This is an optimization exercise on Yosys and OpenROAD, whose aim is small area and a short achievable clock period, not a production implementation. In this exercise RTL edits were held to simulation tests only and were not proved equivalent to the original. The flow treats the clock pin as an ideal source, which a real chip does not have. No activity file was given, so power comes from the tool's default toggle rates.

==> flow/design.v <==
module Register(s_in, r_in, d_in, s_out, r_out, d_out, clock);
parameter W = 8;
input  [15:0] s_in;
input  [7:0]  r_in;
input  [7:0]  d_in;
input         clock;
output reg [15:0] s_out;
output     [7:0]  r_out;
output reg [7:0]  d_out;
reg [W-1:0] r_q;
always @(posedge clock) begin
  s_out <= s_in;
  r_q   <= r_in[W-1:0];
  d_out <= d_in;
end
generate
  if (W < 8) begin : pad
    assign r_out = {{(8 - W){1'b0}}, r_q};
  end else begin : full
    assign r_out = r_q;
  end
endgenerate
endmodule
module Stage(s_in, r_in, nd, s_out, r_out);
parameter J = 9;
input  [15:0] s_in;
input  [7:0]  r_in;
input  [7:0]  nd;
output [15:0] s_out;
output [7:0]  r_out;
localparam WI = (J - 1 < 8) ? J - 1 : 8;
localparam WO = (J < 8) ? J : 8;
wire [7:0] rin_w = r_in & ((9'd1 << WI) - 9'd1);
wire [8:0] t     = {rin_w, s_in[15]};
wire [7:0] g0, p0;
assign g0[0] = t[0] | nd[0];
assign p0[0] = 1'b0;
assign g0[7:1] = t[7:1] & nd[7:1];
assign p0[7:1] = t[7:1] | nd[7:1];
wire [7:0] g1 = {g0[7] | p0[7] & g0[6], g0[6], g0[5] | p0[5] & g0[4], g0[4],
                 g0[3] | p0[3] & g0[2], g0[2], g0[1] | p0[1] & g0[0], g0[0]};
wire [7:0] p1 = {p0[7] & p0[6], p0[6], p0[5] & p0[4], p0[4],
                 p0[3] & p0[2], p0[2], p0[1] & p0[0], p0[0]};
wire [7:0] g2 = {g1[7] | p1[7] & g1[5], g1[6] | p1[6] & g1[5], g1[5], g1[4],
                 g1[3] | p1[3] & g1[1], g1[2] | p1[2] & g1[1], g1[1], g1[0]};
wire [7:0] p2 = {p1[7] & p1[5], p1[6] & p1[5], p1[5], p1[4],
                 p1[3] & p1[1], p1[2] & p1[1], p1[1], p1[0]};
wire [7:0] g3 = {g2[7:4] | p2[7:4] & {4{g2[3]}}, g2[3:0]};
wire [8:0] c  = {g3, 1'b1};
wire [7:0] x    = nd ^ c[7:0];
wire [7:0] diff = t[7:0] ^ x;
wire       q    = t[8] | c[8];
wire [7:0] rn   = q ? diff : t[7:0];
wire       z    = (nd == 8'hFF);
wire       qrec = (J <= 8 && z) ? s_in[15] : q;
assign s_out = {s_in[14:0], qrec};
assign r_out = rn & ((9'd1 << WO) - 9'd1);
endmodule
module Divider(divisor,dividend,quotient_final,remainder,clock);
input clock;
input [7:0] divisor;
input [15:0] dividend;
output [15:0] quotient_final;
output [22:0] remainder;
wire [15:0] s  [1:15];
wire [7:0]  r  [1:15];
wire [7:0]  d  [1:15];
wire [15:0] sn [1:15];
wire [7:0]  rn [1:15];
reg [15:0] s1;
reg [7:0]  d1;
always @(posedge clock) begin
  s1 <= dividend;
  d1 <= ~divisor;
end
assign s[1] = s1;
assign r[1] = 8'd0;
assign d[1] = d1;
wire [15:0] sa;
wire [7:0]  ra;
Stage #(.J(1)) S1 (s[1], r[1], d[1], sa, ra);
Stage #(.J(2)) S2 (sa, ra, d[1], sn[1], rn[1]);
Register #(.W(2)) R2 (sn[1], rn[1], d[1], s[2], r[2], d[2], clock);
genvar k;
generate
  for (k = 2; k <= 14; k = k + 1) begin : st
    Stage #(.J(k + 1)) S (s[k], r[k], d[k], sn[k], rn[k]);
    Register #(.W((k + 1 < 8) ? k + 1 : 8)) R (sn[k], rn[k], d[k], s[k+1], r[k+1], d[k+1], clock);
  end
endgenerate
Stage #(.J(16)) S16 (s[15], r[15], d[15], sn[15], rn[15]);
wire z15 = (d[15] == 8'hFF);
reg [15:0] qf;
reg [15:0] rf;
always @(posedge clock) begin
  qf <= sn[15] | {16{z15}};
  rf <= {sn[15][15:8] & {8{z15}}, rn[15]};
end
assign quotient_final = qf;
assign remainder = {7'd0, rf};
endmodule
Settings: LEC_CHECK=0, CAP_MARGIN=20, CORE_MARGIN=2, CORE_UTILIZATION=40, CTS_BUF_LIST=sky130_fd_sc_hd__clkbuf_8 sky130_fd_sc_hd__clkbuf_16, CTS_CLUSTER_DIAMETER=80, CTS_CLUSTER_SIZE=20, SETUP_SLACK_MARGIN=1.4, SLEW_MARGIN=20; clock period 3.0 ns.
run.sh (not shown) runs the stock make flow with config.mk's settings and CLKGATE_MAP_FILE= SYNTH_SCRIPT=/design/flow/synth_recipe.tcl, a recipe that flattens the netlist after the stock synthesis.
The first run completed with no timing, DRC or antenna violations.
Then changed:
==> flow/flow/run.sh (new file) <==
#!/bin/bash
# The standard ORFS layout with these changes:
# - synthesis: Yosys's full-adder extraction is off (ADDER_MAP_FILE empty),
#   and ABC maps for delay with flow/abc_speed.script (map -D) instead of
#   ORFS's default script;
# - clock tree: right after TritonCTS builds the tree, its root buffer (which
#   only drives the two first-level buffers) is removed, so the clock port
#   drives those two buffers itself (flow/rmroot.tcl).
# ORFS's scripts are copied here and only those two points differ.
set -euo pipefail
rm -rf scripts_local
cp -r "$FLOW_HOME/scripts" scripts_local
cp flow/abc_speed.script scripts_local/abc_speed.script
cp flow/rmroot.tcl scripts_local/rmroot.tcl
python3 - <<'PY'
p = "scripts_local/cts.tcl"
s = open(p).read()
anchor = "log_cmd clock_tree_synthesis {*}$cts_args\n"
assert anchor in s
s = s.replace(anchor, anchor + "source $::env(SCRIPTS_DIR)/rmroot.tcl\nremove_clock_root\n")
open(p, "w").write(s)
PY
bash standard.sh ADDER_MAP_FILE= SCRIPTS_DIR="$PWD/scripts_local" finish > flow_make.log 2>&1
==> flow/flow/abc_speed.script (new file) <==
strash
dch
map -D 900
topo
stime -c
buffer -c
upsize -c
dnsize -c
==> flow/flow/rmroot.tcl (new file) <==
# remove the CTS root buffer: connect the clock port net straight to its loads
proc remove_clock_root {} {
  set block [ord::get_db_block]
  set cnet [$block findNet clock]
  set roots {}
  foreach it [$cnet getITerms] {
    set inst [$it getInst]
    if {[[$it getMTerm] getIoType] eq "INPUT"} { lappend roots $inst }
  }
  puts "clock port loads: [llength $roots]"
  foreach inst $roots {
    set onet ""
    foreach it [$inst getITerms] {
      if {[[$it getMTerm] getIoType] eq "OUTPUT"} { set onet [$it getNet] }
    }
    set sinks {}
    foreach it [$onet getITerms] {
      if {[[$it getMTerm] getIoType] eq "INPUT"} { lappend sinks $it }
    }
    puts "root [$inst getName] drives [llength $sinks]"
    foreach it $sinks { $it disconnect; $it connect $cnet }
    odb::dbInst_destroy $inst
    odb::dbNet_destroy $onet
  }
}
==> flow/standard.sh (new file) <==
#!/bin/bash
# synth_recipe.tcl (not shown) runs the flow's synth.tcl, then flattens the netlist and writes it again
# the make line also repeats each setting of config.mk as NAME=value (left out here)
make -C /OpenROAD-flow-scripts/flow DESIGN_CONFIG=/design/flow/config.mk WORK_HOME=/design/flow/orfs CLKGATE_MAP_FILE= SYNTH_SCRIPT=/design/flow/synth_recipe.tcl "${@:-finish}"
- CTS_BUF_LIST: sky130_fd_sc_hd__clkbuf_8 sky130_fd_sc_hd__clkbuf_16 -> sky130_fd_sc_hd__clkbuf_16
- CTS_CLUSTER_DIAMETER: 80 -> 100
- CTS_CLUSTER_SIZE: 20 -> 30
- SETUP_SLACK_MARGIN: 1.4 -> 1.5
removed: flow/run.sh
What happened:
- non-clock buffer count climbs by 8
- worst setup slack gets better by 980 ps
- cell area climbs by 3.1%
- final cell count climbs by 22%
- synthesized area climbs by 3.3%
- register-to-register slack gets better by 980 ps
- first-iteration DRC count climbs by 63%
- utilization is about the same
Then changed:
==> flow/flow/run.sh (replaced) <==
#!/bin/bash
# The standard ORFS layout, with Yosys's full-adder extraction turned off
# (ADDER_MAP_FILE empty) so that ABC maps the divider steps' carry logic
# itself instead of chaining sky130 fa/ha cells.
set -euo pipefail
bash standard.sh ADDER_MAP_FILE= finish > flow_make.log 2>&1
- SETUP_SLACK_MARGIN: 1.5 -> 1.4
removed: flow/flow/abc_speed.script
removed: flow/flow/rmroot.tcl
=> The new run ran to the end with no violations. Total power goes down by a few percent. Worst setup slack is worse by 460 ps. Global-route usage goes down by 1.1 points. Count of clock-buffer cells in the layout goes up by 1. Final cell count goes down by about a fifth. Clock skew barely changes. Final area goes down by a few percent. Clock power goes up slightly. Via count goes down by about a fifth. Flip-flop and latch count is unchanged.
Then changed:
==> flow/flow/run.sh (replaced) <==
#!/bin/bash
# The standard ORFS layout with two changes to synthesis: Yosys's full-adder
# extraction is off (ADDER_MAP_FILE empty), and ABC maps for delay with the
# script in flow/abc_speed.script (map -D) instead of ORFS's default. ORFS's
# scripts are copied here so that only that one ABC script differs.
set -euo pipefail
rm -rf scripts_local
cp -r "$FLOW_HOME/scripts" scripts_local
cp flow/abc_speed.script scripts_local/abc_speed.script
bash standard.sh ADDER_MAP_FILE= SCRIPTS_DIR="$PWD/scripts_local" finish > flow_make.log 2>&1
==> flow/flow/abc_speed.script (new file) <==
strash
dch
map -D 900
topo
stime -c
buffer -c
upsize -c
dnsize -c
After rerunning:
- The new run finished clean
- synthesized cell count is higher by about 33%
- wire length is higher by about 17%
- die area is higher by 5.9%
- core utilization is lower by 2.8 points
- power is higher by about 1.5%
- final cell count is higher by 19%
- non-clock buffer count is lower by 53
- final area is about the same
Then changed:
==> flow/flow/run.sh (replaced) <==
#!/bin/bash
# The standard ORFS layout with these changes:
# - synthesis: Yosys's full-adder extraction is off (ADDER_MAP_FILE empty),
#   and ABC maps for delay with flow/abc_speed.script (map -D) instead of
#   ORFS's default script;
# - clock tree: right after TritonCTS builds the tree, its root buffer (which
#   only drives the two first-level buffers) is removed, so the clock port
#   drives those two buffers itself (flow/rmroot.tcl).
# ORFS's scripts are copied here and only those two points differ.
set -euo pipefail
rm -rf scripts_local
cp -r "$FLOW_HOME/scripts" scripts_local
cp flow/abc_speed.script scripts_local/abc_speed.script
cp flow/rmroot.tcl scripts_local/rmroot.tcl
python3 - <<'PY'
p = "scripts_local/cts.tcl"
s = open(p).read()
anchor = "log_cmd clock_tree_synthesis {*}$cts_args\n"
assert anchor in s
s = s.replace(anchor, anchor + "source $::env(SCRIPTS_DIR)/rmroot.tcl\nremove_clock_root\n")
open(p, "w").write(s)
PY
bash standard.sh ADDER_MAP_FILE= SCRIPTS_DIR="$PWD/scripts_local" finish > flow_make.log 2>&1
==> flow/flow/abc_speed.script (replaced) <==
strash
dch
map -D 850
topo
stime -c
buffer -c
upsize -c
dnsize -c
==> flow/flow/rmroot.tcl (new file) <==
# remove the CTS root buffer: connect the clock port net straight to its loads
proc remove_clock_root {} {
  set block [ord::get_db_block]
  set cnet [$block findNet clock]
  set roots {}
  foreach it [$cnet getITerms] {
    set inst [$it getInst]
    if {[[$it getMTerm] getIoType] eq "INPUT"} { lappend roots $inst }
  }
  puts "clock port loads: [llength $roots]"
  foreach inst $roots {
    set onet ""
    foreach it [$inst getITerms] {
      if {[[$it getMTerm] getIoType] eq "OUTPUT"} { set onet [$it getNet] }
    }
    set sinks {}
    foreach it [$onet getITerms] {
      if {[[$it getMTerm] getIoType] eq "INPUT"} { lappend sinks $it }
    }
    puts "root [$inst getName] drives [llength $sinks]"
    foreach it $sinks { $it disconnect; $it connect $cnet }
    odb::dbInst_destroy $inst
    odb::dbNet_destroy $onet
  }
}
- SETUP_SLACK_MARGIN: 1.4 -> 1.5
Effect: Worst hold slack degrades by 19 ps. Total power climbs by a few percent. First-iteration DRC count drops by a quarter to a third. Sequential share of layout area drops by 1.7 points. Sequential power climbs slightly. Global-route usage climbs by 0.79 points. Design area climbs by a few percent.
Then changed:
==> flow/run.sh (new file) <==
#!/bin/bash
# synth_recipe.tcl (not shown) runs the flow's synth.tcl, then flattens the netlist and writes it again
# the make line also repeats each setting of config.mk as NAME=value (left out here)
make -C /OpenROAD-flow-scripts/flow DESIGN_CONFIG=/design/flow/config.mk WORK_HOME=/design/flow/orfs CLKGATE_MAP_FILE= SYNTH_SCRIPT=/design/flow/synth_recipe.tcl finish
- SETUP_SLACK_MARGIN: 1.5 -> 1.4
removed: flow/flow/run.sh
removed: flow/flow/abc_speed.script
removed: flow/flow/rmroot.tcl
removed: flow/standard.sh
After rerunning: Global-route usage drops by 1.6 points. Design area drops by a few percent. First-iteration DRC count drops by a quarter to a third. Fmax drops by well over a third. Count of clock-buffer cells in the layout climbs by 1. Register-to-register slack loses 940 ps. Setup slack loses 940 ps. Total power drops by a few percent.

## re-timing with driven ports
Ports are ideal in the flow. The routed layouts listed here were re-timed in OpenROAD.
Step 1 (the two cells are an assumption about what drives the block):
set clk [get_ports {clock}]
set_driving_cell -lib_cell sky130_fd_sc_hd__clkbuf_16 $clk
set_driving_cell -lib_cell sky130_fd_sc_hd__buf_2 [delete_from_list [all_inputs] $clk]
Step 2, shift: input delay + t, output delay - t, t = (earliest + latest rising clock arrival at the registers) / 2. This alone moves slack from input paths to output paths.
a / b / c = ideal ports / drivers / drivers and shift; a / b = the first two.
| run | t, ns | setup WS [ns] | worst hold slack (ns) | worst register clock-pin slew, ns | pins driven straight from the clock port |
|---|---|---|---|---|---|
| the first run | 0.591 | 0.473 / 0.473 / 0.473 | 0.322 / 0.322 / 0.322 | 0.08 / 0.08 | 1 |
| the second run | 0.478 | 1.457 / 1.457 / 1.457 | 0.324 / 0.324 / 0.324 | 0.11 / 0.11 | 2 |
| the third run | 0.583 | 1.001 / 1.001 / 1.001 | 0.296 / 0.296 / 0.296 | 0.12 / 0.12 | 1 |
| the fourth run | 0.587 | 1.413 / 1.363 / 1.454 | 0.322 / 0.322 / 0.322 | 0.11 / 0.11 | 1 |
| the fifth run | 0.470 | 1.447 / 1.447 / 1.447 | 0.303 / 0.303 / 0.303 | 0.11 / 0.11 | 2 |
| the sixth run | 0.577 | 0.504 / 0.504 / 0.504 | 0.321 / 0.321 / 0.321 | 0.11 / 0.11 | 1 |
After both steps every run listed still meets setup and hold.
